Background: an optimization exercise with open tools, aiming at small area and a short achievable clock period. Do not read the settings as production practice. Only simulation tests tie the RTL to the original design; equivalence was not proved. No driver is modelled on the clock port, so clocking that relies on it looks cheaper here than on a real chip.

### flow/design.v
module rs_xor2(input wire a, input wire b, output wire y);
    assign y = a ^ b;
endmodule
module rs_fbg(input wire x, input wire p, output wire y);
    assign y = ~(x & ~p);
endmodule
module rs_xnor2(input wire a, input wire b, output wire y);
    assign y = ~(a ^ b);
endmodule
module rs_inv(input wire a, output wire y);
    assign y = ~a;
endmodule
module rs_nand2(input wire a, input wire b, output wire y);
    assign y = ~(a & b);
endmodule
module reed_solomon_top(
    input  wire       clk,
    input  wire       rst_n,
    input  wire [7:0] data_in,
    output wire [7:0] code_out
);
    reg  [7:0] st;
    reg        po, dn;
    reg  [0:0] pz;    
    wire       at222 = (st == 8'h84);    
    wire       at254 = (st == 8'h80);    
    always @(posedge clk or negedge rst_n) begin
        if (!rst_n) begin
            st <= 8'h01;
            pz <= {1{1'b0}};
            po <= 1'b0;
            dn <= 1'b1;
        end else begin
            st <= {st[6:0], st[7] ^ st[5] ^ st[4] ^ st[3]};
            pz[0] <= at222 | (pz[0] & ~at254);
            po <= at222 | (po & ~at254);
            dn <= ~at222 & (dn | at254);
        end
    end
    reg  [255:0] rem;
    wire [255:0] nxt;
    wire [7:0] x;
    rs_xor2 fx0 (.a(data_in[0]), .b(rem[248]), .y(x[0]));
    wire fbn0_0;
    rs_fbg f0_0 (.x(x[0]), .p(pz[0]), .y(fbn0_0));
    rs_xor2 fx1 (.a(data_in[1]), .b(rem[249]), .y(x[1]));
    wire fbn1_0;
    rs_fbg f1_0 (.x(x[1]), .p(pz[0]), .y(fbn1_0));
    rs_xor2 fx2 (.a(data_in[2]), .b(rem[250]), .y(x[2]));
    wire fbn2_0;
    rs_fbg f2_0 (.x(x[2]), .p(pz[0]), .y(fbn2_0));
    rs_xor2 fx3 (.a(data_in[3]), .b(rem[251]), .y(x[3]));
    wire fbn3_0;
    rs_fbg f3_0 (.x(x[3]), .p(pz[0]), .y(fbn3_0));
    rs_xor2 fx4 (.a(data_in[4]), .b(rem[252]), .y(x[4]));
    wire fbn4_0;
    rs_fbg f4_0 (.x(x[4]), .p(pz[0]), .y(fbn4_0));
    rs_xor2 fx5 (.a(data_in[5]), .b(rem[253]), .y(x[5]));
    wire fbn5_0;
    rs_fbg f5_0 (.x(x[5]), .p(pz[0]), .y(fbn5_0));
    rs_xor2 fx6 (.a(data_in[6]), .b(rem[254]), .y(x[6]));
    wire fbn6_0;
    rs_fbg f6_0 (.x(x[6]), .p(pz[0]), .y(fbn6_0));
    rs_xor2 fx7 (.a(data_in[7]), .b(rem[255]), .y(x[7]));
    wire fbn7_0;
    rs_fbg f7_0 (.x(x[7]), .p(pz[0]), .y(fbn7_0));
    wire p03_0;
    wire p05_0;
    wire p06_0;
    wire p09_0;
    wire p0a_0;
    wire p0c_0;
    wire p11_0;
    wire p12_0;
    wire p14_0;
    wire p18_0;
    wire p22_0;
    wire p30_0;
    wire p42_0;
    wire p44_0;
    wire p48_0;
    wire p50_0;
    wire p60_0;
    wire p81_0;
    wire p82_0;
    wire p84_0;
    wire p90_0;
    wire pa0_0;
    wire p0b_0;
    wire p0e_0;
    wire p13_0;
    wire p16_0;
    wire p1b_0;
    wire p1c_0;
    wire p1d_0;
    wire p23_0;
    wire p25_0;
    wire p26_0;
    wire p27_0;
    wire p29_0;
    wire p2a_0;
    wire p2c_0;
    wire p2e_0;
    wire p31_0;
    wire p32_0;
    wire p35_0;
    wire p36_0;
    wire p38_0;
    wire p3a_0;
    wire p45_0;
    wire p47_0;
    wire p4a_0;
    wire p4c_0;
    wire p4d_0;
    wire p4e_0;
    wire p51_0;
    wire p53_0;
    wire p54_0;
    wire p55_0;
    wire p58_0;
    wire p59_0;
    wire p5a_0;
    wire p5c_0;
    wire p61_0;
    wire p62_0;
    wire p63_0;
    wire p65_0;
    wire p6a_0;
    wire p6c_0;
    wire p70_0;
    wire p71_0;
    wire p72_0;
    wire p74_0;
    wire p83_0;
    wire p85_0;
    wire p89_0;
    wire p8b_0;
    wire p8d_0;
    wire p8e_0;
    wire p91_0;
    wire p93_0;
    wire p95_0;
    wire p98_0;
    wire p99_0;
    wire pa1_0;
    wire pa2_0;
    wire pa3_0;
    wire pa5_0;
    wire pa8_0;
    wire pa9_0;
    wire paa_0;
    wire pb0_0;
    wire pb1_0;
    wire pc1_0;
    wire pc2_0;
    wire pc3_0;
    wire pc6_0;
    wire pca_0;
    wire pd1_0;
    wire pd2_0;
    wire pd4_0;
    wire pd8_0;
    wire pe1_0;
    wire pe2_0;
    wire pf0_0;
    rs_xor2 x_p03_0 (.a(fbn0_0), .b(fbn1_0), .y(p03_0));
    rs_xor2 x_p05_0 (.a(fbn0_0), .b(fbn2_0), .y(p05_0));
    rs_xor2 x_p06_0 (.a(fbn1_0), .b(fbn2_0), .y(p06_0));
    rs_xor2 x_p09_0 (.a(fbn0_0), .b(fbn3_0), .y(p09_0));
    rs_xor2 x_p0a_0 (.a(fbn1_0), .b(fbn3_0), .y(p0a_0));
    rs_xor2 x_p0c_0 (.a(fbn2_0), .b(fbn3_0), .y(p0c_0));
    rs_xor2 x_p11_0 (.a(fbn0_0), .b(fbn4_0), .y(p11_0));
    rs_xor2 x_p12_0 (.a(fbn1_0), .b(fbn4_0), .y(p12_0));
    rs_xor2 x_p14_0 (.a(fbn2_0), .b(fbn4_0), .y(p14_0));
    rs_xor2 x_p18_0 (.a(fbn3_0), .b(fbn4_0), .y(p18_0));
    rs_xor2 x_p22_0 (.a(fbn1_0), .b(fbn5_0), .y(p22_0));
    rs_xor2 x_p30_0 (.a(fbn4_0), .b(fbn5_0), .y(p30_0));
    rs_xor2 x_p42_0 (.a(fbn1_0), .b(fbn6_0), .y(p42_0));
    rs_xor2 x_p44_0 (.a(fbn2_0), .b(fbn6_0), .y(p44_0));
    rs_xor2 x_p48_0 (.a(fbn3_0), .b(fbn6_0), .y(p48_0));
    rs_xor2 x_p50_0 (.a(fbn4_0), .b(fbn6_0), .y(p50_0));
    rs_xor2 x_p60_0 (.a(fbn5_0), .b(fbn6_0), .y(p60_0));
    rs_xor2 x_p81_0 (.a(fbn0_0), .b(fbn7_0), .y(p81_0));
    rs_xor2 x_p82_0 (.a(fbn1_0), .b(fbn7_0), .y(p82_0));
    rs_xor2 x_p84_0 (.a(fbn2_0), .b(fbn7_0), .y(p84_0));
    rs_xor2 x_p90_0 (.a(fbn4_0), .b(fbn7_0), .y(p90_0));
    rs_xor2 x_pa0_0 (.a(fbn5_0), .b(fbn7_0), .y(pa0_0));
    rs_xor2 x_p0b_0 (.a(p0a_0), .b(fbn0_0), .y(p0b_0));
    rs_xor2 x_p0e_0 (.a(p0c_0), .b(fbn1_0), .y(p0e_0));
    rs_xor2 x_p13_0 (.a(p12_0), .b(fbn0_0), .y(p13_0));
    rs_xor2 x_p16_0 (.a(p14_0), .b(fbn1_0), .y(p16_0));
    rs_xor2 x_p1b_0 (.a(p03_0), .b(p18_0), .y(p1b_0));
    rs_xor2 x_p1c_0 (.a(p18_0), .b(fbn2_0), .y(p1c_0));
    rs_xor2 x_p1d_0 (.a(p05_0), .b(p18_0), .y(p1d_0));
    rs_xor2 x_p23_0 (.a(p22_0), .b(fbn0_0), .y(p23_0));
    rs_xor2 x_p25_0 (.a(p05_0), .b(fbn5_0), .y(p25_0));
    rs_xor2 x_p26_0 (.a(p22_0), .b(fbn2_0), .y(p26_0));
    rs_xor2 x_p27_0 (.a(p05_0), .b(p22_0), .y(p27_0));
    rs_xor2 x_p29_0 (.a(p09_0), .b(fbn5_0), .y(p29_0));
    rs_xor2 x_p2a_0 (.a(p22_0), .b(fbn3_0), .y(p2a_0));
    rs_xor2 x_p2c_0 (.a(p0c_0), .b(fbn5_0), .y(p2c_0));
    rs_xor2 x_p2e_0 (.a(p22_0), .b(p0c_0), .y(p2e_0));
    rs_xor2 x_p31_0 (.a(p30_0), .b(fbn0_0), .y(p31_0));
    rs_xor2 x_p32_0 (.a(p30_0), .b(fbn1_0), .y(p32_0));
    rs_xor2 x_p35_0 (.a(p05_0), .b(p30_0), .y(p35_0));
    rs_xor2 x_p36_0 (.a(p06_0), .b(p30_0), .y(p36_0));
    rs_xor2 x_p38_0 (.a(p30_0), .b(fbn3_0), .y(p38_0));
    rs_xor2 x_p3a_0 (.a(p0a_0), .b(p30_0), .y(p3a_0));
    rs_xor2 x_p45_0 (.a(p44_0), .b(fbn0_0), .y(p45_0));
    rs_xor2 x_p47_0 (.a(p03_0), .b(p44_0), .y(p47_0));
    rs_xor2 x_p4a_0 (.a(p48_0), .b(fbn1_0), .y(p4a_0));
    rs_xor2 x_p4c_0 (.a(p48_0), .b(fbn2_0), .y(p4c_0));
    rs_xor2 x_p4d_0 (.a(p05_0), .b(p48_0), .y(p4d_0));
    rs_xor2 x_p4e_0 (.a(p06_0), .b(p48_0), .y(p4e_0));
    rs_xor2 x_p51_0 (.a(p50_0), .b(fbn0_0), .y(p51_0));
    rs_xor2 x_p53_0 (.a(p03_0), .b(p50_0), .y(p53_0));
    rs_xor2 x_p54_0 (.a(p50_0), .b(fbn2_0), .y(p54_0));
    rs_xor2 x_p55_0 (.a(p05_0), .b(p50_0), .y(p55_0));
    rs_xor2 x_p58_0 (.a(p50_0), .b(fbn3_0), .y(p58_0));
    rs_xor2 x_p59_0 (.a(p09_0), .b(p50_0), .y(p59_0));
    rs_xor2 x_p5a_0 (.a(p0a_0), .b(p50_0), .y(p5a_0));
    rs_xor2 x_p5c_0 (.a(p0c_0), .b(p50_0), .y(p5c_0));
    rs_xor2 x_p61_0 (.a(p60_0), .b(fbn0_0), .y(p61_0));
    rs_xor2 x_p62_0 (.a(p60_0), .b(fbn1_0), .y(p62_0));
    rs_xor2 x_p63_0 (.a(p03_0), .b(p60_0), .y(p63_0));
    rs_xor2 x_p65_0 (.a(p05_0), .b(p60_0), .y(p65_0));
    rs_xor2 x_p6a_0 (.a(p0a_0), .b(p60_0), .y(p6a_0));
    rs_xor2 x_p6c_0 (.a(p0c_0), .b(p60_0), .y(p6c_0));
    rs_xor2 x_p70_0 (.a(p60_0), .b(fbn4_0), .y(p70_0));
    rs_xor2 x_p71_0 (.a(p11_0), .b(p60_0), .y(p71_0));
    rs_xor2 x_p72_0 (.a(p12_0), .b(p60_0), .y(p72_0));
    rs_xor2 x_p74_0 (.a(p14_0), .b(p60_0), .y(p74_0));
    rs_xor2 x_p83_0 (.a(p82_0), .b(fbn0_0), .y(p83_0));
    rs_xor2 x_p85_0 (.a(p84_0), .b(fbn0_0), .y(p85_0));
    rs_xor2 x_p89_0 (.a(p81_0), .b(fbn3_0), .y(p89_0));
    rs_xor2 x_p8b_0 (.a(p09_0), .b(p82_0), .y(p8b_0));
    rs_xor2 x_p8d_0 (.a(p09_0), .b(p84_0), .y(p8d_0));
    rs_xor2 x_p8e_0 (.a(p0a_0), .b(p84_0), .y(p8e_0));
    rs_xor2 x_p91_0 (.a(p90_0), .b(fbn0_0), .y(p91_0));
    rs_xor2 x_p93_0 (.a(p03_0), .b(p90_0), .y(p93_0));
    rs_xor2 x_p95_0 (.a(p05_0), .b(p90_0), .y(p95_0));
    rs_xor2 x_p98_0 (.a(p90_0), .b(fbn3_0), .y(p98_0));
    rs_xor2 x_p99_0 (.a(p09_0), .b(p90_0), .y(p99_0));
    rs_xor2 x_pa1_0 (.a(pa0_0), .b(fbn0_0), .y(pa1_0));
    rs_xor2 x_pa2_0 (.a(pa0_0), .b(fbn1_0), .y(pa2_0));
    rs_xor2 x_pa3_0 (.a(p03_0), .b(pa0_0), .y(pa3_0));
    rs_xor2 x_pa5_0 (.a(p05_0), .b(pa0_0), .y(pa5_0));
    rs_xor2 x_pa8_0 (.a(pa0_0), .b(fbn3_0), .y(pa8_0));
    rs_xor2 x_pa9_0 (.a(p09_0), .b(pa0_0), .y(pa9_0));
    rs_xor2 x_paa_0 (.a(p0a_0), .b(pa0_0), .y(paa_0));
    rs_xor2 x_pb0_0 (.a(pa0_0), .b(fbn4_0), .y(pb0_0));
    rs_xor2 x_pb1_0 (.a(p11_0), .b(pa0_0), .y(pb1_0));
    rs_xor2 x_pc1_0 (.a(p81_0), .b(fbn6_0), .y(pc1_0));
    rs_xor2 x_pc2_0 (.a(p82_0), .b(fbn6_0), .y(pc2_0));
    rs_xor2 x_pc3_0 (.a(p81_0), .b(p42_0), .y(pc3_0));
    rs_xor2 x_pc6_0 (.a(p42_0), .b(p84_0), .y(pc6_0));
    rs_xor2 x_pca_0 (.a(p82_0), .b(p48_0), .y(pca_0));
    rs_xor2 x_pd1_0 (.a(p81_0), .b(p50_0), .y(pd1_0));
    rs_xor2 x_pd2_0 (.a(p42_0), .b(p90_0), .y(pd2_0));
    rs_xor2 x_pd4_0 (.a(p44_0), .b(p90_0), .y(pd4_0));
    rs_xor2 x_pd8_0 (.a(p48_0), .b(p90_0), .y(pd8_0));
    rs_xor2 x_pe1_0 (.a(p81_0), .b(p60_0), .y(pe1_0));
    rs_xor2 x_pe2_0 (.a(p42_0), .b(pa0_0), .y(pe2_0));
    rs_xor2 x_pf0_0 (.a(p50_0), .b(pa0_0), .y(pf0_0));
    rs_xnor2 a_0 (.a(fbn3_0), .b(pe1_0), .y(nxt[0]));
    assign nxt[1] = pd2_0;
    assign nxt[2] = p4d_0;
    rs_xnor2 a_3 (.a(fbn0_0), .b(p72_0), .y(nxt[3]));
    rs_inv a_4 (.a(p0e_0), .y(nxt[4]));
    assign nxt[5] = p1d_0;
    assign nxt[6] = p3a_0;
    assign nxt[7] = p74_0;
    rs_xnor2 a_8 (.a(rem[0]), .b(p16_0), .y(nxt[8]));
    rs_xnor2 a_9 (.a(rem[1]), .b(p2c_0), .y(nxt[9]));
    rs_xor2 a_10 (.a(rem[2]), .b(p4e_0), .y(nxt[10]));
    rs_xor2 a_11 (.a(rem[3]), .b(p8b_0), .y(nxt[11]));
    rs_xnor2 a_12 (.a(rem[4]), .b(fbn0_0), .y(nxt[12]));
    rs_xnor2 a_13 (.a(rem[5]), .b(fbn1_0), .y(nxt[13]));
    rs_xor2 a_14 (.a(rem[6]), .b(p05_0), .y(nxt[14]));
    rs_xnor2 a_15 (.a(rem[7]), .b(p0b_0), .y(nxt[15]));
    wire t_16;
    rs_xor2 b_16 (.a(rem[8]), .b(fbn0_0), .y(t_16));
    rs_xnor2 a_16 (.a(t_16), .b(p4e_0), .y(nxt[16]));
    wire t_17;
    rs_xor2 b_17 (.a(rem[9]), .b(p06_0), .y(t_17));
    rs_xor2 a_17 (.a(t_17), .b(p99_0), .y(nxt[17]));
    rs_xor2 a_18 (.a(rem[10]), .b(p71_0), .y(nxt[18]));
    wire t_19;
    rs_xor2 b_19 (.a(rem[11]), .b(fbn2_0), .y(t_19));
    rs_xnor2 a_19 (.a(t_19), .b(pa9_0), .y(nxt[19]));
    rs_xor2 a_20 (.a(rem[12]), .b(p14_0), .y(nxt[20]));
    rs_xnor2 a_21 (.a(rem[13]), .b(p29_0), .y(nxt[21]));
    rs_xor2 a_22 (.a(rem[14]), .b(p53_0), .y(nxt[22]));
    wire t_23;
    rs_xor2 b_23 (.a(rem[15]), .b(fbn1_0), .y(t_23));
    rs_xnor2 a_23 (.a(t_23), .b(pa5_0), .y(nxt[23]));
    rs_xor2 a_24 (.a(rem[16]), .b(p30_0), .y(nxt[24]));
    rs_xor2 a_25 (.a(rem[17]), .b(p60_0), .y(nxt[25]));
    rs_xor2 a_26 (.a(rem[18]), .b(pf0_0), .y(nxt[26]));
    rs_xor2 a_27 (.a(rem[19]), .b(pd1_0), .y(nxt[27]));
    rs_xor2 a_28 (.a(rem[20]), .b(p93_0), .y(nxt[28]));
    rs_xnor2 a_29 (.a(rem[21]), .b(p26_0), .y(nxt[29]));
    rs_xnor2 a_30 (.a(rem[22]), .b(p4c_0), .y(nxt[30]));
    rs_xnor2 a_31 (.a(rem[23]), .b(p98_0), .y(nxt[31]));
    wire t_32, u_32;
    rs_xor2 c_32 (.a(rem[24]), .b(fbn6_0), .y(u_32));
    rs_xor2 b_32 (.a(u_32), .b(p84_0), .y(t_32));
    rs_xnor2 a_32 (.a(t_32), .b(p1b_0), .y(nxt[32]));
    wire t_33;
    rs_xor2 b_33 (.a(rem[25]), .b(p14_0), .y(t_33));
    rs_xor2 a_33 (.a(t_33), .b(paa_0), .y(nxt[33]));
    rs_xor2 a_34 (.a(rem[26]), .b(pa3_0), .y(nxt[34]));
    rs_xor2 a_35 (.a(rem[27]), .b(p99_0), .y(nxt[35]));
    wire t_36;
    rs_xor2 b_36 (.a(rem[28]), .b(p0c_0), .y(t_36));
    rs_xor2 a_36 (.a(t_36), .b(pe1_0), .y(nxt[36]));
    wire t_37;
    rs_xor2 b_37 (.a(rem[29]), .b(p03_0), .y(t_37));
    rs_xor2 a_37 (.a(t_37), .b(pd8_0), .y(nxt[37]));
    wire t_38;
    rs_xor2 b_38 (.a(rem[30]), .b(p06_0), .y(t_38));
    rs_xor2 a_38 (.a(t_38), .b(pb1_0), .y(nxt[38]));
    wire t_39;
    rs_xor2 b_39 (.a(rem[31]), .b(p03_0), .y(t_39));
    rs_xor2 a_39 (.a(t_39), .b(p6c_0), .y(nxt[39]));
    rs_xor2 a_40 (.a(rem[32]), .b(p6c_0), .y(nxt[40]));
    rs_xor2 a_41 (.a(rem[33]), .b(pd8_0), .y(nxt[41]));
    wire t_42;
    rs_xor2 b_42 (.a(rem[34]), .b(fbn2_0), .y(t_42));
    rs_xnor2 a_42 (.a(t_42), .b(pd8_0), .y(nxt[42]));
    wire t_43;
    rs_xor2 b_43 (.a(rem[35]), .b(fbn0_0), .y(t_43));
    rs_xnor2 a_43 (.a(t_43), .b(pd4_0), .y(nxt[43]));
    rs_xor2 a_44 (.a(rem[36]), .b(pc6_0), .y(nxt[44]));
    rs_xor2 a_45 (.a(rem[37]), .b(p8d_0), .y(nxt[45]));
    rs_xor2 a_46 (.a(rem[38]), .b(p1b_0), .y(nxt[46]));
    rs_xor2 a_47 (.a(rem[39]), .b(p36_0), .y(nxt[47]));
    rs_xor2 a_48 (.a(rem[40]), .b(pb1_0), .y(nxt[48]));
    rs_xor2 a_49 (.a(rem[41]), .b(p63_0), .y(nxt[49]));
    wire t_50;
    rs_xor2 b_50 (.a(rem[42]), .b(fbn1_0), .y(t_50));
    rs_xnor2 a_50 (.a(t_50), .b(p74_0), .y(nxt[50]));
    wire t_51;
    rs_xor2 b_51 (.a(rem[43]), .b(fbn0_0), .y(t_51));
    rs_xnor2 a_51 (.a(t_51), .b(p5c_0), .y(nxt[51]));
    rs_xnor2 a_52 (.a(rem[44]), .b(p0b_0), .y(nxt[52]));
    rs_xnor2 a_53 (.a(rem[45]), .b(p16_0), .y(nxt[53]));
    rs_xnor2 a_54 (.a(rem[46]), .b(p2c_0), .y(nxt[54]));
    rs_xnor2 a_55 (.a(rem[47]), .b(p58_0), .y(nxt[55]));
    rs_xnor2 a_56 (.a(rem[48]), .b(pa8_0), .y(nxt[56]));
    rs_xor2 a_57 (.a(rem[49]), .b(p50_0), .y(nxt[57]));
    rs_xnor2 a_58 (.a(rem[50]), .b(fbn3_0), .y(nxt[58]));
    wire t_59;
    rs_xor2 b_59 (.a(rem[51]), .b(fbn3_0), .y(t_59));
    rs_xnor2 a_59 (.a(t_59), .b(pb1_0), .y(nxt[59]));
    wire t_60;
    rs_xor2 b_60 (.a(rem[52]), .b(fbn1_0), .y(t_60));
    rs_xnor2 a_60 (.a(t_60), .b(pd8_0), .y(nxt[60]));
    wire t_61;
    rs_xor2 b_61 (.a(rem[53]), .b(fbn2_0), .y(t_61));
    rs_xnor2 a_61 (.a(t_61), .b(pb1_0), .y(nxt[61]));
    rs_xor2 a_62 (.a(rem[54]), .b(p6a_0), .y(nxt[62]));
    rs_xor2 a_63 (.a(rem[55]), .b(pd4_0), .y(nxt[63]));
    wire t_64;
    rs_xor2 b_64 (.a(rem[56]), .b(p0c_0), .y(t_64));
    rs_xor2 a_64 (.a(t_64), .b(pe1_0), .y(nxt[64]));
    wire t_65;
    rs_xor2 b_65 (.a(rem[57]), .b(p03_0), .y(t_65));
    rs_xor2 a_65 (.a(t_65), .b(pd8_0), .y(nxt[65]));
    rs_xor2 a_66 (.a(rem[58]), .b(p5a_0), .y(nxt[66]));
    rs_xor2 a_67 (.a(rem[59]), .b(p59_0), .y(nxt[67]));
    wire t_68;
    rs_xor2 b_68 (.a(rem[60]), .b(fbn1_0), .y(t_68));
    rs_xnor2 a_68 (.a(t_68), .b(p5c_0), .y(nxt[68]));
    wire t_69;
    rs_xor2 b_69 (.a(rem[61]), .b(p0c_0), .y(t_69));
    rs_xor2 a_69 (.a(t_69), .b(pb1_0), .y(nxt[69]));
    wire t_70;
    rs_xor2 b_70 (.a(rem[62]), .b(p09_0), .y(t_70));
    rs_xor2 a_70 (.a(t_70), .b(p72_0), .y(nxt[70]));
    wire t_71;
    rs_xor2 b_71 (.a(rem[63]), .b(p06_0), .y(t_71));
    rs_xor2 a_71 (.a(t_71), .b(pf0_0), .y(nxt[71]));
    rs_xor2 a_72 (.a(rem[64]), .b(p18_0), .y(nxt[72]));
    rs_xnor2 a_73 (.a(rem[65]), .b(p31_0), .y(nxt[73]));
    wire t_74;
    rs_xor2 b_74 (.a(rem[66]), .b(fbn3_0), .y(t_74));
    rs_xnor2 a_74 (.a(t_74), .b(p72_0), .y(nxt[74]));
    wire t_75;
    rs_xor2 b_75 (.a(rem[67]), .b(fbn7_0), .y(t_75));
    rs_xnor2 a_75 (.a(t_75), .b(p6c_0), .y(nxt[75]));
    rs_xnor2 a_76 (.a(rem[68]), .b(pc1_0), .y(nxt[76]));
    rs_xnor2 a_77 (.a(rem[69]), .b(p83_0), .y(nxt[77]));
    rs_xor2 a_78 (.a(rem[70]), .b(p06_0), .y(nxt[78]));
    rs_xor2 a_79 (.a(rem[71]), .b(p0c_0), .y(nxt[79]));
    wire t_80;
    rs_xor2 b_80 (.a(rem[72]), .b(p09_0), .y(t_80));
    rs_xor2 a_80 (.a(t_80), .b(pe2_0), .y(nxt[80]));
    wire t_81;
    rs_xor2 b_81 (.a(rem[73]), .b(p03_0), .y(t_81));
    rs_xor2 a_81 (.a(t_81), .b(pd4_0), .y(nxt[81]));
    rs_xor2 a_82 (.a(rem[74]), .b(p44_0), .y(nxt[82]));
    rs_xnor2 a_83 (.a(rem[75]), .b(p62_0), .y(nxt[83]));
    rs_xor2 a_84 (.a(rem[76]), .b(p2e_0), .y(nxt[84]));
    wire t_85;
    rs_xor2 b_85 (.a(rem[77]), .b(fbn0_0), .y(t_85));
    rs_xnor2 a_85 (.a(t_85), .b(p5c_0), .y(nxt[85]));
    wire t_86;
    rs_xor2 b_86 (.a(rem[78]), .b(fbn4_0), .y(t_86));
    rs_xnor2 a_86 (.a(t_86), .b(paa_0), .y(nxt[86]));
    wire t_87;
    rs_xor2 b_87 (.a(rem[79]), .b(fbn0_0), .y(t_87));
    rs_xnor2 a_87 (.a(t_87), .b(p74_0), .y(nxt[87]));
    wire t_88;
    rs_xor2 b_88 (.a(rem[80]), .b(fbn7_0), .y(t_88));
    rs_xnor2 a_88 (.a(t_88), .b(p36_0), .y(nxt[88]));
    wire t_89;
    rs_xor2 b_89 (.a(rem[81]), .b(fbn0_0), .y(t_89));
    rs_xnor2 a_89 (.a(t_89), .b(p6c_0), .y(nxt[89]));
    rs_xor2 a_90 (.a(rem[82]), .b(p6c_0), .y(nxt[90]));
    wire t_91;
    rs_xor2 b_91 (.a(rem[83]), .b(fbn1_0), .y(t_91));
    rs_xnor2 a_91 (.a(t_91), .b(p6c_0), .y(nxt[91]));
    wire t_92;
    rs_xor2 b_92 (.a(rem[84]), .b(fbn0_0), .y(t_92));
    rs_xnor2 a_92 (.a(t_92), .b(p6a_0), .y(nxt[92]));
    wire t_93;
    rs_xor2 b_93 (.a(rem[85]), .b(fbn1_0), .y(t_93));
    rs_xnor2 a_93 (.a(t_93), .b(pd4_0), .y(nxt[93]));
    wire t_94;
    rs_xor2 b_94 (.a(rem[86]), .b(fbn2_0), .y(t_94));
    rs_xnor2 a_94 (.a(t_94), .b(pa9_0), .y(nxt[94]));
    wire t_95;
    rs_xor2 b_95 (.a(rem[87]), .b(fbn0_0), .y(t_95));
    rs_xnor2 a_95 (.a(t_95), .b(p5a_0), .y(nxt[95]));
    wire t_96;
    rs_xor2 b_96 (.a(rem[88]), .b(fbn0_0), .y(t_96));
    rs_xnor2 a_96 (.a(t_96), .b(p2e_0), .y(nxt[96]));
    wire t_97;
    rs_xor2 b_97 (.a(rem[89]), .b(p03_0), .y(t_97));
    rs_xor2 a_97 (.a(t_97), .b(p5c_0), .y(nxt[97]));
    rs_xor2 a_98 (.a(rem[90]), .b(p90_0), .y(nxt[98]));
    rs_xnor2 a_99 (.a(rem[91]), .b(p0e_0), .y(nxt[99]));
    rs_xnor2 a_100 (.a(rem[92]), .b(p32_0), .y(nxt[100]));
    rs_xor2 a_101 (.a(rem[93]), .b(p65_0), .y(nxt[101]));
    wire t_102;
    rs_xor2 b_102 (.a(rem[94]), .b(fbn0_0), .y(t_102));
    rs_xnor2 a_102 (.a(t_102), .b(pca_0), .y(nxt[102]));
    wire t_103;
    rs_xor2 b_103 (.a(rem[95]), .b(fbn1_0), .y(t_103));
    rs_xnor2 a_103 (.a(t_103), .b(p95_0), .y(nxt[103]));
    rs_xor2 a_104 (.a(rem[96]), .b(p22_0), .y(nxt[104]));
    rs_xnor2 a_105 (.a(rem[97]), .b(p45_0), .y(nxt[105]));
    rs_xor2 a_106 (.a(rem[98]), .b(pa9_0), .y(nxt[106]));
    rs_xnor2 a_107 (.a(rem[99]), .b(p70_0), .y(nxt[107]));
    rs_xnor2 a_108 (.a(rem[100]), .b(pc2_0), .y(nxt[108]));
    rs_xor2 a_109 (.a(rem[101]), .b(p84_0), .y(nxt[109]));
    rs_xnor2 a_110 (.a(rem[102]), .b(fbn3_0), .y(nxt[110]));
    rs_xor2 a_111 (.a(rem[103]), .b(p11_0), .y(nxt[111]));
    wire t_112;
    rs_xor2 b_112 (.a(rem[104]), .b(fbn2_0), .y(t_112));
    rs_xnor2 a_112 (.a(t_112), .b(paa_0), .y(nxt[112]));
    rs_xor2 a_113 (.a(rem[105]), .b(p5c_0), .y(nxt[113]));
    rs_xnor2 a_114 (.a(rem[106]), .b(p16_0), .y(nxt[114]));
    rs_xor2 a_115 (.a(rem[107]), .b(p82_0), .y(nxt[115]));
    rs_xor2 a_116 (.a(rem[108]), .b(paa_0), .y(nxt[116]));
    rs_xor2 a_117 (.a(rem[109]), .b(p55_0), .y(nxt[117]));
    wire t_118;
    rs_xor2 b_118 (.a(rem[110]), .b(fbn0_0), .y(t_118));
    rs_xnor2 a_118 (.a(t_118), .b(paa_0), .y(nxt[118]));
    wire t_119;
    rs_xor2 b_119 (.a(rem[111]), .b(fbn1_0), .y(t_119));
    rs_xnor2 a_119 (.a(t_119), .b(p55_0), .y(nxt[119]));
    rs_xor2 a_120 (.a(rem[112]), .b(p12_0), .y(nxt[120]));
    rs_xnor2 a_121 (.a(rem[113]), .b(p25_0), .y(nxt[121]));
    rs_xor2 a_122 (.a(rem[114]), .b(p59_0), .y(nxt[122]));
    rs_xnor2 a_123 (.a(rem[115]), .b(pa1_0), .y(nxt[123]));
    rs_xnor2 a_124 (.a(rem[116]), .b(p51_0), .y(nxt[124]));
    rs_xnor2 a_125 (.a(rem[117]), .b(pa2_0), .y(nxt[125]));
    rs_xor2 a_126 (.a(rem[118]), .b(p44_0), .y(nxt[126]));
    rs_xnor2 a_127 (.a(rem[119]), .b(p89_0), .y(nxt[127]));
    wire t_128;
    rs_xor2 b_128 (.a(rem[120]), .b(fbn2_0), .y(t_128));
    rs_xnor2 a_128 (.a(t_128), .b(p99_0), .y(nxt[128]));
    wire t_129;
    rs_xor2 b_129 (.a(rem[121]), .b(fbn0_0), .y(t_129));
    rs_xnor2 a_129 (.a(t_129), .b(p3a_0), .y(nxt[129]));
    wire t_130;
    rs_xor2 b_130 (.a(rem[122]), .b(p09_0), .y(t_130));
    rs_xor2 a_130 (.a(t_130), .b(pe2_0), .y(nxt[130]));
    rs_xnor2 a_131 (.a(rem[123]), .b(p4a_0), .y(nxt[131]));
    rs_xor2 a_132 (.a(rem[124]), .b(p09_0), .y(nxt[132]));
    rs_xnor2 a_133 (.a(rem[125]), .b(p13_0), .y(nxt[133]));
    rs_xor2 a_134 (.a(rem[126]), .b(p27_0), .y(nxt[134]));
    rs_xor2 a_135 (.a(rem[127]), .b(p4e_0), .y(nxt[135]));
    rs_xnor2 a_136 (.a(rem[128]), .b(p61_0), .y(nxt[136]));
    rs_xnor2 a_137 (.a(rem[129]), .b(pc2_0), .y(nxt[137]));
    wire t_138;
    rs_xor2 b_138 (.a(rem[130]), .b(fbn2_0), .y(t_138));
    rs_xnor2 a_138 (.a(t_138), .b(pe1_0), .y(nxt[138]));
    wire t_139;
    rs_xor2 b_139 (.a(rem[131]), .b(fbn0_0), .y(t_139));
    rs_xnor2 a_139 (.a(t_139), .b(paa_0), .y(nxt[139]));
    rs_xor2 a_140 (.a(rem[132]), .b(p36_0), .y(nxt[140]));
    rs_xor2 a_141 (.a(rem[133]), .b(p6c_0), .y(nxt[141]));
    rs_xor2 a_142 (.a(rem[134]), .b(pd8_0), .y(nxt[142]));
    rs_xnor2 a_143 (.a(rem[135]), .b(pb0_0), .y(nxt[143]));
    rs_xor2 a_144 (.a(rem[136]), .b(p12_0), .y(nxt[144]));
    rs_xnor2 a_145 (.a(rem[137]), .b(p25_0), .y(nxt[145]));
    rs_xor2 a_146 (.a(rem[138]), .b(p59_0), .y(nxt[146]));
    rs_xnor2 a_147 (.a(rem[139]), .b(pa1_0), .y(nxt[147]));
    rs_xnor2 a_148 (.a(rem[140]), .b(p51_0), .y(nxt[148]));
    rs_xnor2 a_149 (.a(rem[141]), .b(pa2_0), .y(nxt[149]));
    rs_xor2 a_150 (.a(rem[142]), .b(p44_0), .y(nxt[150]));
    rs_xnor2 a_151 (.a(rem[143]), .b(p89_0), .y(nxt[151]));
    rs_xnor2 a_152 (.a(rem[144]), .b(fbn0_0), .y(nxt[152]));
    rs_xnor2 a_153 (.a(rem[145]), .b(fbn1_0), .y(nxt[153]));
    rs_xnor2 a_154 (.a(rem[146]), .b(fbn2_0), .y(nxt[154]));
    rs_xnor2 a_155 (.a(rem[147]), .b(fbn3_0), .y(nxt[155]));
    rs_xnor2 a_156 (.a(rem[148]), .b(fbn4_0), .y(nxt[156]));
    rs_xnor2 a_157 (.a(rem[149]), .b(fbn5_0), .y(nxt[157]));
    rs_xnor2 a_158 (.a(rem[150]), .b(fbn6_0), .y(nxt[158]));
    rs_xnor2 a_159 (.a(rem[151]), .b(fbn7_0), .y(nxt[159]));
    rs_xor2 a_160 (.a(rem[152]), .b(p4e_0), .y(nxt[160]));
    wire t_161;
    rs_xor2 b_161 (.a(rem[153]), .b(fbn2_0), .y(t_161));
    rs_xnor2 a_161 (.a(t_161), .b(p99_0), .y(nxt[161]));
    wire t_162;
    rs_xor2 b_162 (.a(rem[154]), .b(fbn0_0), .y(t_162));
    rs_xnor2 a_162 (.a(t_162), .b(p74_0), .y(nxt[162]));
    rs_xor2 a_163 (.a(rem[155]), .b(pa5_0), .y(nxt[163]));
    rs_xnor2 a_164 (.a(rem[156]), .b(fbn2_0), .y(nxt[164]));
    rs_xor2 a_165 (.a(rem[157]), .b(p09_0), .y(nxt[165]));
    rs_xnor2 a_166 (.a(rem[158]), .b(p13_0), .y(nxt[166]));
    rs_xor2 a_167 (.a(rem[159]), .b(p27_0), .y(nxt[167]));
    rs_xnor2 a_168 (.a(rem[160]), .b(p2a_0), .y(nxt[168]));
    rs_xnor2 a_169 (.a(rem[161]), .b(p54_0), .y(nxt[169]));
    rs_xnor2 a_170 (.a(rem[162]), .b(p83_0), .y(nxt[170]));
    rs_xnor2 a_171 (.a(rem[163]), .b(p2c_0), .y(nxt[171]));
    rs_xor2 a_172 (.a(rem[164]), .b(p72_0), .y(nxt[172]));
    wire t_173;
    rs_xor2 b_173 (.a(rem[165]), .b(fbn2_0), .y(t_173));
    rs_xnor2 a_173 (.a(t_173), .b(pe1_0), .y(nxt[173]));
    rs_xor2 a_174 (.a(rem[166]), .b(pca_0), .y(nxt[174]));
    rs_xor2 a_175 (.a(rem[167]), .b(p95_0), .y(nxt[175]));
    rs_xnor2 a_176 (.a(rem[168]), .b(p54_0), .y(nxt[176]));
    rs_xor2 a_177 (.a(rem[169]), .b(pa9_0), .y(nxt[177]));
    rs_xor2 a_178 (.a(rem[170]), .b(p06_0), .y(nxt[178]));
    rs_xnor2 a_179 (.a(rem[171]), .b(p58_0), .y(nxt[179]));
    wire t_180;
    rs_xor2 b_180 (.a(rem[172]), .b(fbn2_0), .y(t_180));
    rs_xnor2 a_180 (.a(t_180), .b(pe1_0), .y(nxt[180]));
    rs_xor2 a_181 (.a(rem[173]), .b(pca_0), .y(nxt[181]));
    rs_xor2 a_182 (.a(rem[174]), .b(p95_0), .y(nxt[182]));
    rs_xnor2 a_183 (.a(rem[175]), .b(p2a_0), .y(nxt[183]));
    rs_xnor2 a_184 (.a(rem[176]), .b(p29_0), .y(nxt[184]));
    rs_xor2 a_185 (.a(rem[177]), .b(p53_0), .y(nxt[185]));
    rs_xor2 a_186 (.a(rem[178]), .b(p8e_0), .y(nxt[186]));
    rs_xor2 a_187 (.a(rem[179]), .b(p35_0), .y(nxt[187]));
    rs_xor2 a_188 (.a(rem[180]), .b(p42_0), .y(nxt[188]));
    rs_xnor2 a_189 (.a(rem[181]), .b(p85_0), .y(nxt[189]));
    rs_xor2 a_190 (.a(rem[182]), .b(p0a_0), .y(nxt[190]));
    rs_xor2 a_191 (.a(rem[183]), .b(p14_0), .y(nxt[191]));
    rs_xor2 a_192 (.a(rem[184]), .b(pe1_0), .y(nxt[192]));
    rs_xor2 a_193 (.a(rem[185]), .b(pc3_0), .y(nxt[193]));
    wire t_194;
    rs_xor2 b_194 (.a(rem[186]), .b(fbn1_0), .y(t_194));
    rs_xnor2 a_194 (.a(t_194), .b(p65_0), .y(nxt[194]));
    wire t_195;
    rs_xor2 b_195 (.a(rem[187]), .b(fbn0_0), .y(t_195));
    rs_xnor2 a_195 (.a(t_195), .b(p2e_0), .y(nxt[195]));
    wire t_196;
    rs_xor2 b_196 (.a(rem[188]), .b(p14_0), .y(t_196));
    rs_xor2 a_196 (.a(t_196), .b(paa_0), .y(nxt[196]));
    wire t_197;
    rs_xor2 b_197 (.a(rem[189]), .b(fbn3_0), .y(t_197));
    rs_xnor2 a_197 (.a(t_197), .b(p74_0), .y(nxt[197]));
    wire t_198;
    rs_xor2 b_198 (.a(rem[190]), .b(fbn3_0), .y(t_198));
    rs_xnor2 a_198 (.a(t_198), .b(pf0_0), .y(nxt[198]));
    rs_xor2 a_199 (.a(rem[191]), .b(pf0_0), .y(nxt[199]));
    rs_xor2 a_200 (.a(rem[192]), .b(p8e_0), .y(nxt[200]));
    rs_xnor2 a_201 (.a(rem[193]), .b(p1c_0), .y(nxt[201]));
    wire t_202;
    rs_xor2 b_202 (.a(rem[194]), .b(fbn7_0), .y(t_202));
    rs_xnor2 a_202 (.a(t_202), .b(p36_0), .y(nxt[202]));
    wire t_203;
    rs_xor2 b_203 (.a(rem[195]), .b(fbn0_0), .y(t_203));
    rs_xnor2 a_203 (.a(t_203), .b(pe2_0), .y(nxt[203]));
    rs_xor2 a_204 (.a(rem[196]), .b(p48_0), .y(nxt[204]));
    rs_xnor2 a_205 (.a(rem[197]), .b(p91_0), .y(nxt[205]));
    rs_xnor2 a_206 (.a(rem[198]), .b(p23_0), .y(nxt[206]));
    rs_xor2 a_207 (.a(rem[199]), .b(p47_0), .y(nxt[207]));
    wire t_208;
    rs_xor2 b_208 (.a(rem[200]), .b(p0a_0), .y(t_208));
    rs_xor2 a_208 (.a(t_208), .b(p74_0), .y(nxt[208]));
    wire t_209, u_209;
    rs_xor2 c_209 (.a(rem[201]), .b(fbn7_0), .y(u_209));
    rs_xor2 b_209 (.a(u_209), .b(p60_0), .y(t_209));
    rs_xnor2 a_209 (.a(t_209), .b(p1d_0), .y(nxt[209]));
    rs_xnor2 a_210 (.a(rem[202]), .b(p85_0), .y(nxt[210]));
    rs_xor2 a_211 (.a(rem[203]), .b(p74_0), .y(nxt[211]));
    wire t_212;
    rs_xor2 b_212 (.a(rem[204]), .b(fbn1_0), .y(t_212));
    rs_xnor2 a_212 (.a(t_212), .b(p95_0), .y(nxt[212]));
    wire t_213;
    rs_xor2 b_213 (.a(rem[205]), .b(fbn0_0), .y(t_213));
    rs_xnor2 a_213 (.a(t_213), .b(p2e_0), .y(nxt[213]));
    wire t_214;
    rs_xor2 b_214 (.a(rem[206]), .b(p03_0), .y(t_214));
    rs_xor2 a_214 (.a(t_214), .b(p5c_0), .y(nxt[214]));
    wire t_215, u_215;
    rs_xor2 c_215 (.a(rem[207]), .b(fbn5_0), .y(u_215));
    rs_xor2 b_215 (.a(u_215), .b(p84_0), .y(t_215));
    rs_xnor2 a_215 (.a(t_215), .b(p1b_0), .y(nxt[215]));
    rs_xnor2 a_216 (.a(rem[208]), .b(fbn1_0), .y(nxt[216]));
    rs_xor2 a_217 (.a(rem[209]), .b(p05_0), .y(nxt[217]));
    rs_xor2 a_218 (.a(rem[210]), .b(p09_0), .y(nxt[218]));
    rs_xor2 a_219 (.a(rem[211]), .b(p11_0), .y(nxt[219]));
    rs_xnor2 a_220 (.a(rem[212]), .b(fbn5_0), .y(nxt[220]));
    rs_xnor2 a_221 (.a(rem[213]), .b(fbn6_0), .y(nxt[221]));
    rs_xnor2 a_222 (.a(rem[214]), .b(fbn7_0), .y(nxt[222]));
    rs_xnor2 a_223 (.a(rem[215]), .b(fbn0_0), .y(nxt[223]));
    rs_xor2 a_224 (.a(rem[216]), .b(p18_0), .y(nxt[224]));
    rs_xnor2 a_225 (.a(rem[217]), .b(p31_0), .y(nxt[225]));
    wire t_226;
    rs_xor2 b_226 (.a(rem[218]), .b(fbn3_0), .y(t_226));
    rs_xnor2 a_226 (.a(t_226), .b(p72_0), .y(nxt[226]));
    wire t_227;
    rs_xor2 b_227 (.a(rem[219]), .b(fbn7_0), .y(t_227));
    rs_xnor2 a_227 (.a(t_227), .b(p6c_0), .y(nxt[227]));
    rs_xnor2 a_228 (.a(rem[220]), .b(pc1_0), .y(nxt[228]));
    rs_xnor2 a_229 (.a(rem[221]), .b(p83_0), .y(nxt[229]));
    rs_xor2 a_230 (.a(rem[222]), .b(p06_0), .y(nxt[230]));
    rs_xor2 a_231 (.a(rem[223]), .b(p0c_0), .y(nxt[231]));
    rs_xor2 a_232 (.a(rem[224]), .b(p1b_0), .y(nxt[232]));
    rs_xor2 a_233 (.a(rem[225]), .b(p36_0), .y(nxt[233]));
    wire t_234;
    rs_xor2 b_234 (.a(rem[226]), .b(p03_0), .y(t_234));
    rs_xor2 a_234 (.a(t_234), .b(p74_0), .y(nxt[234]));
    wire t_235;
    rs_xor2 b_235 (.a(rem[227]), .b(p05_0), .y(t_235));
    rs_xor2 a_235 (.a(t_235), .b(pf0_0), .y(nxt[235]));
    wire t_236;
    rs_xor2 b_236 (.a(rem[228]), .b(fbn0_0), .y(t_236));
    rs_xnor2 a_236 (.a(t_236), .b(pf0_0), .y(nxt[236]));
    wire t_237;
    rs_xor2 b_237 (.a(rem[229]), .b(fbn0_0), .y(t_237));
    rs_xnor2 a_237 (.a(t_237), .b(pe2_0), .y(nxt[237]));
    rs_xor2 a_238 (.a(rem[230]), .b(pc6_0), .y(nxt[238]));
    rs_xor2 a_239 (.a(rem[231]), .b(p8d_0), .y(nxt[239]));
    rs_xor2 a_240 (.a(rem[232]), .b(p71_0), .y(nxt[240]));
    rs_xor2 a_241 (.a(rem[233]), .b(pe2_0), .y(nxt[241]));
    wire t_242;
    rs_xor2 b_242 (.a(rem[234]), .b(fbn2_0), .y(t_242));
    rs_xnor2 a_242 (.a(t_242), .b(pb1_0), .y(nxt[242]));
    rs_xor2 a_243 (.a(rem[235]), .b(p1b_0), .y(nxt[243]));
    rs_xor2 a_244 (.a(rem[236]), .b(p47_0), .y(nxt[244]));
    rs_xor2 a_245 (.a(rem[237]), .b(p8e_0), .y(nxt[245]));
    rs_xnor2 a_246 (.a(rem[238]), .b(p1c_0), .y(nxt[246]));
    rs_xnor2 a_247 (.a(rem[239]), .b(p38_0), .y(nxt[247]));
    rs_xor2 a_248 (.a(rem[240]), .b(p8e_0), .y(nxt[248]));
    rs_xnor2 a_249 (.a(rem[241]), .b(p1c_0), .y(nxt[249]));
    wire t_250;
    rs_xor2 b_250 (.a(rem[242]), .b(fbn7_0), .y(t_250));
    rs_xnor2 a_250 (.a(t_250), .b(p36_0), .y(nxt[250]));
    wire t_251;
    rs_xor2 b_251 (.a(rem[243]), .b(fbn0_0), .y(t_251));
    rs_xnor2 a_251 (.a(t_251), .b(pe2_0), .y(nxt[251]));
    rs_xor2 a_252 (.a(rem[244]), .b(p48_0), .y(nxt[252]));
    rs_xnor2 a_253 (.a(rem[245]), .b(p91_0), .y(nxt[253]));
    rs_xnor2 a_254 (.a(rem[246]), .b(p23_0), .y(nxt[254]));
    rs_xor2 a_255 (.a(rem[247]), .b(p47_0), .y(nxt[255]));
    always @(posedge clk or negedge rst_n) begin
        if (!rst_n) rem <= 256'd0;
        else        rem <= nxt;
    end
    wire [7:0] sd, sr;
    genvar g;
    generate for (g = 0; g < 8; g = g + 1) begin : omux
        rs_nand2 nd (.a(data_in[g]), .b(dn), .y(sd[g]));
        rs_nand2 nr (.a(rem[248+g]), .b(po), .y(sr[g]));
        rs_nand2 no (.a(sd[g]), .b(sr[g]), .y(code_out[g]));
    end endgenerate
endmodule
### flow/flow/run.sh
#!/bin/bash
set -euo pipefail
HERE=$(pwd)
CTS="-sink_clustering_enable -repair_clock_nets -sink_clustering_size 24 -sink_clustering_max_diameter 100 -dont_use_dummy_load"
DU="sky130_fd_sc_hd__probe_p_8 sky130_fd_sc_hd__probec_p_8 sky130_fd_sc_hd__lpflow_bleeder_1 sky130_fd_sc_hd__lpflow_clkbufkapwr_1 sky130_fd_sc_hd__lpflow_clkbufkapwr_16 sky130_fd_sc_hd__lpflow_clkbufkapwr_2 sky130_fd_sc_hd__lpflow_clkbufkapwr_4 sky130_fd_sc_hd__lpflow_clkbufkapwr_8 sky130_fd_sc_hd__lpflow_clkinvkapwr_1 sky130_fd_sc_hd__lpflow_clkinvkapwr_16 sky130_fd_sc_hd__lpflow_clkinvkapwr_2 sky130_fd_sc_hd__lpflow_clkinvkapwr_4 sky130_fd_sc_hd__lpflow_clkinvkapwr_8 sky130_fd_sc_hd__lpflow_decapkapwr_12 sky130_fd_sc_hd__lpflow_decapkapwr_3 sky130_fd_sc_hd__lpflow_decapkapwr_4 sky130_fd_sc_hd__lpflow_decapkapwr_6 sky130_fd_sc_hd__lpflow_decapkapwr_8 sky130_fd_sc_hd__lpflow_inputiso0n_1 sky130_fd_sc_hd__lpflow_inputiso0p_1 sky130_fd_sc_hd__lpflow_inputiso1n_1 sky130_fd_sc_hd__lpflow_inputiso1p_1 sky130_fd_sc_hd__lpflow_inputisolatch_1 sky130_fd_sc_hd__lpflow_isobufsrc_1 sky130_fd_sc_hd__lpflow_isobufsrc_16 sky130_fd_sc_hd__lpflow_isobufsrc_2 sky130_fd_sc_hd__lpflow_isobufsrc_4 sky130_fd_sc_hd__lpflow_isobufsrc_8 sky130_fd_sc_hd__lpflow_isobufsrckapwr_16 sky130_fd_sc_hd__lpflow_lsbuf_lh_hl_isowell_tap_1 sky130_fd_sc_hd__lpflow_lsbuf_lh_hl_isowell_tap_2 sky130_fd_sc_hd__lpflow_lsbuf_lh_hl_isowell_tap_4 sky130_fd_sc_hd__lpflow_lsbuf_lh_isowell_4 sky130_fd_sc_hd__lpflow_lsbuf_lh_isowell_tap_1 sky130_fd_sc_hd__lpflow_lsbuf_lh_isowell_tap_2 sky130_fd_sc_hd__lpflow_lsbuf_lh_isowell_tap_4 sky130_fd_sc_hd__xor2_4 sky130_fd_sc_hd__xnor2_4"
ARGS=("SKIP_INCREMENTAL_REPAIR=1" "BUFFER_PORTS_ARGS=-buffer_cell sky130_fd_sc_hd__buf_2" "CTS_ARGS=$CTS" "DONT_USE_CELLS=$DU")
bash standard.sh "${ARGS[@]}" cts > standard_cts.log 2>&1
RES=$HERE/orfs/results/sky130hd/reed_solomon_top/base
MARGIN=$(sed -n 's/^export SETUP_SLACK_MARGIN *= *//p' config.mk)
RES=$RES TARGET=$MARGIN LIB=$FLOW_HOME/platforms/sky130hd/lib/sky130_fd_sc_hd__tt_025C_1v80.lib \
  openroad -no_init -exit flow/recover.tcl > recover.log 2>&1
bash standard.sh "${ARGS[@]}" finish > standard.log 2>&1
### flow/flow/recover.tcl
# Area recovery after CTS: remove data-path buffers (not port buffers), then downsize
# combinational cells (never flip-flops or clock cells), one at a time, keeping each change
# only if the worst setup slack stays at or above the target and no max-slew /
# max-capacitance violation appears.
set res $::env(RES)
set target $::env(TARGET)
read_db $res/4_cts.odb
read_liberty $::env(LIB)
read_sdc $res/4_cts.sdc
source $::env(FLOW_HOME)/platforms/sky130hd/setRC.tcl
set_propagated_clock [all_clocks]
estimate_parasitics -placement
report_design_area
report_worst_slack
# never ask for more than the slack timing repair reached
set ws [expr {[sta::worst_slack_cmd max]*1e9}]
if {$ws < $target} { set target [expr {$ws - 0.005}] }
puts "recovery target slack $target"

set slew0 [sta::max_slew_violation_count]
set cap0 [sta::max_capacitance_violation_count]
proc try_remove_buffer {name target} {
  set block [ord::get_db_block]
  set dbi [$block findInst $name]
  set in_it [$dbi findITerm A]; set out_it [$dbi findITerm X]
  if {$in_it == "NULL" || $out_it == "NULL"} { return 0 }
  set nin [$in_it getNet]; set nout [$out_it getNet]
  if {$nin == "NULL" || $nout == "NULL"} { return 0 }
  if {[llength [$nout getBTerms]] > 0 || [llength [$nin getBTerms]] > 0} { return 0 }
  set loads {}
  foreach it [$nout getITerms] { if {[$it getInst] != $dbi} { lappend loads $it } }
  foreach it $loads { $it disconnect; $it connect $nin }
  estimate_parasitics -placement
  if {[sta::worst_slack_cmd max] >= $target*1e-9 && [sta::max_slew_violation_count] <= $::slew0 && [sta::max_capacitance_violation_count] <= $::cap0} {
    $in_it disconnect
    odb::dbInst_destroy $dbi
    odb::dbNet_destroy $nout
    return 1
  }
  foreach it $loads { $it disconnect; $it connect $nout }
  estimate_parasitics -placement
  return 0
}
proc smaller_cells {name} {
  if {![regexp {^(sky130_fd_sc_hd__)(.*)_([0-9]+)$} $name -> pre base drv]} { return {} }
  set out {}
  foreach d {0 1 2 4 6 8 12 16} {
    if {$d >= $drv} break
    set c "${pre}${base}_$d"
    if {[llength [get_lib_cells -quiet */$c]] > 0} { lappend out $c }
  }
  return $out
}
proc remove_pass {target} {
  set nb 0
  foreach inst [get_cells *] {
    set lc [get_property $inst ref_name]
    if {![regexp {__buf_[0-9]+$} $lc]} continue
    set nm [get_full_name $inst]
    if {[regexp {^(input|output)} $nm]} continue
    if {[try_remove_buffer $nm $target]} { puts "removed buffer $nm"; incr nb }
  }
  puts "removed $nb buffers"
  return $nb
}
proc downsize_pass {target} {
  set n 0
  foreach inst [get_cells *] {
    set lc [get_property $inst ref_name]
    if {[regexp {df|clkbuf|clkinv|dly|tap|fill|decap} $lc]} continue
    foreach c [smaller_cells $lc] {
      replace_cell $inst [lindex [get_lib_cells */$c] 0]
      estimate_parasitics -placement
      if {[sta::worst_slack_cmd max] >= $target*1e-9 && [sta::max_slew_violation_count] <= $::slew0 && [sta::max_capacitance_violation_count] <= $::cap0} {
        puts "resized [get_full_name $inst] $lc -> $c"
        incr n
        break
      }
      replace_cell $inst [lindex [get_lib_cells */$lc] 0]
      estimate_parasitics -placement
    }
  }
  puts "downsized $n instances"
  return $n
}
for {set pass 0} {$pass < 3} {incr pass} {
  set k [expr {[remove_pass $target] + [downsize_pass $target]}]
  report_design_area
  if {$k == 0} break
}
report_design_area
report_worst_slack
write_db $res/4_cts.odb
### flow/standard.sh
#!/bin/bash
# synth_recipe.tcl (not shown) runs the flow's synth.tcl, then flattens the netlist and writes it again
# the make line also repeats each setting of config.mk as NAME=value (left out here)
make -C /OpenROAD-flow-scripts/flow DESIGN_CONFIG=/design/flow/config.mk WORK_HOME=/design/flow/orfs CLKGATE_MAP_FILE= SYNTH_SCRIPT=/design/flow/synth_recipe.tcl "${@:-finish}"
### flow/config.mk
export PLATFORM = sky130hd
export DESIGN_NAME = reed_solomon_top
export DESIGN_NICKNAME = reed_solomon_top
export VERILOG_FILES = /design/flow/design.v
export SDC_FILE = /design/flow/constraint.sdc
export NUM_CORES = 4
export LEC_CHECK = 0
export CAP_MARGIN = 20
export CORE_MARGIN = 2
export CORE_UTILIZATION = 40
export CTS_CLUSTER_DIAMETER = 100
export CTS_CLUSTER_SIZE = 24
export GPL_ROUTABILITY_DRIVEN = 0
export SETUP_SLACK_MARGIN = 1.9
export SLEW_MARGIN = 20
export SYNTH_HIERARCHICAL = 1
export SYNTH_MINIMUM_KEEP_SIZE = 0
### flow/constraint.sdc
create_clock -name core_clock -period 4.0 [get_ports {clk}]
set_input_delay 0.8000 -clock core_clock [delete_from_list [all_inputs] [get_ports {clk}]]
set_output_delay 0.8000 -clock core_clock [all_outputs]
set_load 0.01 [all_outputs]
==> impl_metrics.csv, run 1 <==
group,metric,value,unit
detailed_routing,wl_per_cell,21.75,microns
hold_path,hp-start,"rem[125]",
timing,whs,0.3716,ns
global_routing,grt_max_degree,183,
outcome,outcome,"finished clean",
cts,h-tree-depth,1,
timing,slew_violations,0,
timing,min_period_over_period,54.94,%
detailed_routing,firstDrtPassIters,4,
logic_synthesis,ys_types,11,
final_layout,nets,856,
logic_synthesis,synth-edff-count,0,
final_layout,fillers,2320,
flow_run,cap_violations,0,
logic_synthesis,synth_top_cells_by_area,"dfrtp_1, xor2_1, xnor2_1",
logic_synthesis,syn_area_per_cell,14.39,sq um
worst_setup_path,r2r_setup_slack,1.80,ns
detailed_routing,routed_wl,25.64,mm
cts,ctsHoldBuffers,0,
detailed_routing,ant_nets,0,
final_layout,multiInputGateArea,4370,sq um
hold_path,min_path_cells,1,
global_routing,grt_use_total,19.37,%
detailed_routing,drt_iter0_drc,253,
die,start_util,40.92,%
die,die-width,167.7,microns
logic_synthesis,synth_top_cell_by_area,"dfrtp_1",
worst_setup_path,path_class,"primary input to flop",
timing,relSlewSlack,9.921,%
logic_synthesis,synthFlopType,"dfrtp_1",
logic_synthesis,synth_common_cells,"xor2_1, dfrtp_1, xnor2_1, nand2_1, nand2b_1",
worst_setup_path,reg2reg_depth,7,
cts,cts_buffers,15,
worst_setup_path,reg2reg_to,"rem[117]",
logic_synthesis,synthMuxAreaShare,0.3033,%
worst_setup_path,crit_arrival,2.59,ns
final_layout,antenna_cells,0,
logic_synthesis,async_reset_ff_share,100.0,%
logic_synthesis,yosysTopAreaCellShare,61.84,%
global_routing,grt_pass1_wl,39.81,mm
timing,final-hold-violation-count,0,
global_routing,grt_pass1_vias,6082,
logic_synthesis,yosys_warnings,7,
cts,root_buffer,"clkbuf_16",
die,dieArea,28140,sq um
timing,period_needed,2.198,ns
worst_setup_path,end_kind,"flop",
logic_synthesis,synth_compound_area_share,0,%
placement,portBuffers,17,
timing,setup_violations,0,
logic_synthesis,synth_seq_cells,267,
global_routing,overflow,0,
worst_setup_path,r2r-start,"rem[250]",
logic_synthesis,synth-simple-area-share,1.528,%
timing,timing.fmax,0.4550,GHz
die,coreArea,26210,sq um
final_layout,areaGrowthSynthToFinish,15.28,%
timing,setup_ws,1.802,ns
timing,fin_worst_skew,0.04951,ns
cts,cts_sinks,267,
logic_synthesis,synthCells,745,
logic_synthesis,seq_area_frac_synth,62.33,%
logic_synthesis,synth_top_family_by_area,"XOR/XNOR gates",
hold_path,min-delay-path-class,"flop to flop",
detailed_routing,drc_errors,0,
cts,clkTransAtPathRegs,0.09,ns
cts,ctsResizeCount,11,
timing,tightest_slew,1.351,ns
detailed_routing,via_per_inst,4.578,
worst_setup_path,cp-start-kind,"primary input",
die,num_io_pins,18,
cts,post-cts-setup-buffers,87,
placement,pre_cts_ws,0.6676,ns
cts,clock_latency,0.50,ns
die,die_y,167.7,microns
worst_setup_path,crit_required,4.39,ns
hold_path,worstHoldEndpoint,"rem[133]",
global_routing,antenna_found_initial,0,
logic_synthesis,synth-adder-area-share,0,%
cts,clockBufferDepth,3,
detailed_routing,routed-via-count,5398,
worst_setup_path,path_max_fanout,7,
logic_synthesis,synth_area,10720,sq um
cts,cts_tree,"yes",
logic_synthesis,post-synth-top-count-cell,"xor2_1",
placement,dp_hpwl,16.47,mm
final_layout,register_area,6685,sq um
logic_synthesis,syn_nets,755,
die,rows,59,
timing,setup_tns,0,ns
logic_synthesis,synth-xor-area-share,35.77,%
final_layout,drive_above_1_share,14.81,%
-- worst max-delay path by stage --
| stage | startpoint | to | cells after the start |
|---|---|---|---|
| 2_1_floorplan | data_in[0] | rem[232] | 5 |
| 6_report | data_in[2] | rem[117] | 8 |
| 3_3_place_gp | data_in[2] | rem[182] | 6 |
| 3_5_place_dp | data_in[2] | rem[175] | 6 |
| 4_1_cts | dn | code_out[4] | 3 |
| 5_1_grt | rst_n | rem[194] | 2 |
-- modules after synthesis (local to each module, per instance) --
module            cells inside  flip-flops and latches  times used  area [sq um]
rs_xnor2                     1                       0         134         8.758
rs_inv                       1                       0           1         3.754
rs_xor2                      1                       0         301         8.758
reed_solomon_top           277                     267           1          6770
rs_fbg                       1                       0           8         6.256
rs_nand2                     1                       0          24         3.754
-- metrics by stage --
stage / area [sq um] / utilization [%] / cells
2_1_floorplan: 11150 / - / 745
3_3_place_gp: 11870 / 45.30 / 1121
3_5_place_dp: 11870 / 45.30 / 1121
4_1_cts: 13110 / 50.02 / 1226
5_1_grt: 12360 / 47.18 / 1179
6_report: 12360 / 47.18 / 1179
-- placed cells by master (no fill, tap or decap), types with 4 or more instances in the layout --
master and instances:
nand2_1 25, xnor2_1 136, xor2_1 265, buf_1 20, xor2_2 37, dfrtp_1 264
nand2b_4 5, clkbuf_16 15, buf_2 28, buf_4 25, nand2b_2 4, buf_6 6
-- layer usage --
layer | share of wire, % | track usage, % | vias to the layer above
met4 | 2.2 | 4.612 | 0
met1 | 45 | 27.31 | 2862
met5 | 0 | 0 | -
met2 | 48 | 31.81 | 83
li1 | - | - | 2420
met3 | 4.3 | 2.978 | 33
-- state kept, by name (all words and copies together), names as in the netlist --
| signal | cells |
|---|---|
| rem | 256 |
| st | 8 |
| pz | 1 |
| po | 1 |
| dn | 1 |
-- cells by family (layout without fill, tap and decap cells) --
kind of cell | after synthesis | in the layout
AND/OR/NAND/NOR | 35 | 38
XOR/XNOR | 438 | 438
flip-flops | 267 | 267
multiplexers | 3 | 3
buffers and inverters | 2 | 98
-- critical path, stage by stage --
cell and delay, ns:
buf_1 0.12, xor2_2 0.20, nand2b_2 0.18, buf_2 0.30
xor2_2 0.19, buf_4 0.24, xor2_1 0.27, xor2_1 0.28
-- area by class of cell --
type,count,area share [%]
clock buffer,15,3.036
multi-input combinational,479,35.35
timing repair buffer,81,4.089
sequential,267,54.07
tap,335,3.390
inverter,2,0.06072
==> run 2, diff against run 1 <==
--- a/flow/config.mk
+++ b/flow/config.mk
@@ -9,6 +9,6 @@
 export CORE_MARGIN = 2
-export CORE_UTILIZATION = 40
+export CORE_UTILIZATION = 50
 export CTS_CLUSTER_DIAMETER = 100
 export CTS_CLUSTER_SIZE = 24
-export GPL_ROUTABILITY_DRIVEN = 0
+export PLACE_DENSITY = 0.75
 export SETUP_SLACK_MARGIN = 1.9
==> run 2 against run 1 <==
  * Synthesized area is the same
  * Register-to-register slack is essentially flat
  * Design area shrank 1.0%
  * Core utilization grew 11 points
  * Wire length shrank 3.5%
  * Flip-flop and latch count is the same
==> impl_metrics.csv, run 2 <==
group,metric,value,unit
outcome,outcome,"finished clean",
detailed_routing,drt_iter0_drc,300,
worst_setup_path,end_kind,"flop",
global_routing,grt_max_degree,147,
detailed_routing,wl_per_cell,22.32,microns
cts,clkTransAtPathRegs,0.09,ns
cts,clockBufferDepth,3,
global_routing,grt_use_total,23.33,%
timing,timing.fmax,0.4492,GHz
detailed_routing,via_per_inst,4.957,
die,coreArea,21020,sq um
global_routing,antenna_found_initial,0,
cts,post-cts-setup-buffers,63,
worst_setup_path,crit_path_cell_trace,"buf_2, xor2_2, nand2b_4, xor2_2, xor2_2, buf_2, xnor2_1",
timing,min_period_over_period,55.65,%
cts,ctsHoldBuffers,0,
placement,place.gp.congestion,0.8254,
worst_setup_path,crit_buf_inv,2,
timing,tightest_slew,1.350,ns
hold_path,min-delay-path-class,"flop to flop",
logic_synthesis,synth_common_cells,"xor2_1, dfrtp_1, xnor2_1, nand2_1, nand2b_1",
global_routing,grt_pass1_wl,38.02,mm
final_layout,fillers,1638,
timing,setup_violations,0,
logic_synthesis,async_reset_ff_share,100.0,%
timing,fin_worst_skew,0.06794,ns
final_layout,largest_register,"rem",
placement,dp_hpwl,15.41,mm
timing,slew_violations,0,
cts,ctsResizeCount,9,
cts,cts_tree,"yes",
final_layout,fin_cells,1109,
final_layout,nets,846,
cts,cts_sinks,267,
final_layout,register_area,6685,sq um
logic_synthesis,syn_area_per_cell,14.39,sq um
timing,whs,0.3615,ns
detailed_routing,routed-via-count,5497,
cts,root_buffer,"clkbuf_16",
cts,h-tree-depth,1,
die,die_y,150.5,microns
final_layout,multiInputGateArea,4398,sq um
global_routing,grt_pass1_vias,6242,
die,num_io_pins,18,
final_layout,drive_above_1_share,14.27,%
logic_synthesis,syn_nets,755,
worst_setup_path,slowest_stage,"xor2_2",
final_layout,final_common_cell,"dfrtp_1",
cts,clock_latency,0.49,ns
placement,portBuffers,17,
timing,period_needed,2.226,ns
logic_synthesis,post-synth-top-count-cell,"xor2_1",
worst_setup_path,path_class,"primary input to flop",
final_layout,areaGrowthSynthToFinish,14.09,%
logic_synthesis,synth_area,10720,sq um
placement,placed_area,11760,sq um
cts,cts_buffers,15,
logic_synthesis,yosysTopAreaCellShare,61.84,%
final_layout,top_regs,"rem: 256 flops, st: 8 flops",
final_layout,largest_reg_flops,256,
logic_synthesis,synth_top_cell_by_area,"dfrtp_1",
timing,relSlewSlack,10.01,%
die,die-width,150.5,microns
worst_setup_path,path_max_fanout,10,
worst_setup_path,cp_top_family,"XOR/XNOR gates",
final_layout,fin_area,12240,sq um
global_routing,overflow,0,
logic_synthesis,seq_area_frac_synth,62.33,%
worst_setup_path,crit_required,4.41,ns
final_layout,mostFrequentLayoutCells,"dfrtp_1, xor2_1, xnor2_1",
logic_synthesis,yosys_warnings,7,
logic_synthesis,synth_seq_cells,267,
worst_setup_path,crit_arrival,2.64,ns
logic_synthesis,synth_top_cells_by_area,"dfrtp_1, xor2_1, xnor2_1",
worst_setup_path,path_common_cell,"xor2_2",
die,rows,53,
flow_run,cap_violations,0,
detailed_routing,firstDrtPassIters,4,
logic_synthesis,synthFlopType,"dfrtp_1",
placement,dp_cells,1056,
die,dieArea,22640,sq um
final_layout,antenna_cells,0,
logic_synthesis,synthCells,745,
worst_setup_path,slowest_delay,0.65,ns
placement,pre_cts_ws,0.7772,ns
timing,setup_ws,1.774,ns
logic_synthesis,ys_types,11,
logic_synthesis,synth-edff-count,0,
timing,setup_tns,0,ns
worst_setup_path,cp-start-kind,"primary input",
detailed_routing,ant_nets,0,
detailed_routing,routed_wl,24.75,mm
die,start_util,51.01,%
detailed_routing,drc_errors,0,
timing,final-hold-violation-count,0,
## run 2: cell counts after synthesis
Identical to the previous run, type by type.
## run 2: path summary, 6_finish.rpt
check	start	endpoint	slack, ns	cells past startpoint
max in group asynchronous	rst_n	rem[11]	2.06	2
setup reg to reg	pz	rem[96]	1.81	5
hold / removal	rem[126]	rem[134]	0.36	1
min in group asynchronous	rst_n	st[3]	0.61	1
hold reg to reg	rem[126]	rem[134]	0.36	1
setup / recovery	data_in[1]	rem[96]	1.77	7
## run 2: kinds of logic (layout without fill, tap and decap cells)
logic type / after synthesis / in the layout / share of synthesized area [%]
xor gates and xnor gates: 438 / 438 / 35.77
DFF: 267 / 267 / 62.33
and+or+nand+nor: 35 / 38 / 1.528
muxes: 3 / 3 / 0.3033
buffers and inverters: 2 / 88 / 0.07003
## run 2: stage by stage
stage / utilization (%)
floorplan: -
global route: 58.20
detailed placement: 55.94
finish: 58.20
global placement: 55.94
CTS: 61.03
## run 2: layout make-up
cell class / count / share of cell area, %
Multi-Input combinational cell: 479 / 35.94
Clock buffer: 15 / 3.068
Tap cell: 275 / 2.812
Inverter: 2 / 0.06136
Timing Repair Buffer: 71 / 3.477
Sequential cell: 267 / 54.64
## run 2: modules after synthesis, one instance, submodules excluded
| module | flip-flops and latches | area [sq um] | cells |
|---|---|---|---|
| rs_inv | 0 | 3.754 | 1 |
| rs_xor2 | 0 | 8.758 | 1 |
| rs_xnor2 | 0 | 8.758 | 1 |
| rs_nand2 | 0 | 3.754 | 1 |
| reed_solomon_top | 267 | 6770 | 277 |
| rs_fbg | 0 | 6.256 | 1 |
## run 2: layer usage
layer	wire (microns)	share of wire [%]	GRT usage, %
met1	10620	43	32.31
met5	0	0	0
met2	11870	48	37.57
met4	815	3.3	8.019
met3	1441	5.8	4.091

-- static timing again, ports no longer ideal --
The flow's constraints put no driver on any port. The routed layouts listed below were extracted and timed again, unchanged, in two steps.
Step 1: set_driving_cell puts a clkbuf_16 on clk and a buf_2 on each other input, an assumption about the parent block.
Step 2 adds t to the input delays and takes it off the output delays; t is the mean of the earliest and latest rising clock arrival at the registers after step 1. Input paths then give back, and output paths get back, about the clock's delay inside the block.
Three values: no drivers, after step 1, after step 2; two values: the first two.
run	t, ns	setup WS [ns]	hold WS [ns]	slew at the worst register clock pin (ns)	worst data-port slew with drivers (ns)
run 1	0.522	1.802 / 1.791 / 1.306	0.372 / 0.372 / 0.372	0.10 / 0.10	0.05
run 2	0.503	1.774 / 1.796 / 1.293	0.362 / 0.362 / 0.362	0.10 / 0.10	0.04
After both steps every run listed still meets setup and hold. The setup slack of run 1, which loses most, moves by -0.011 ns with the drivers and by -0.496 ns with both steps.
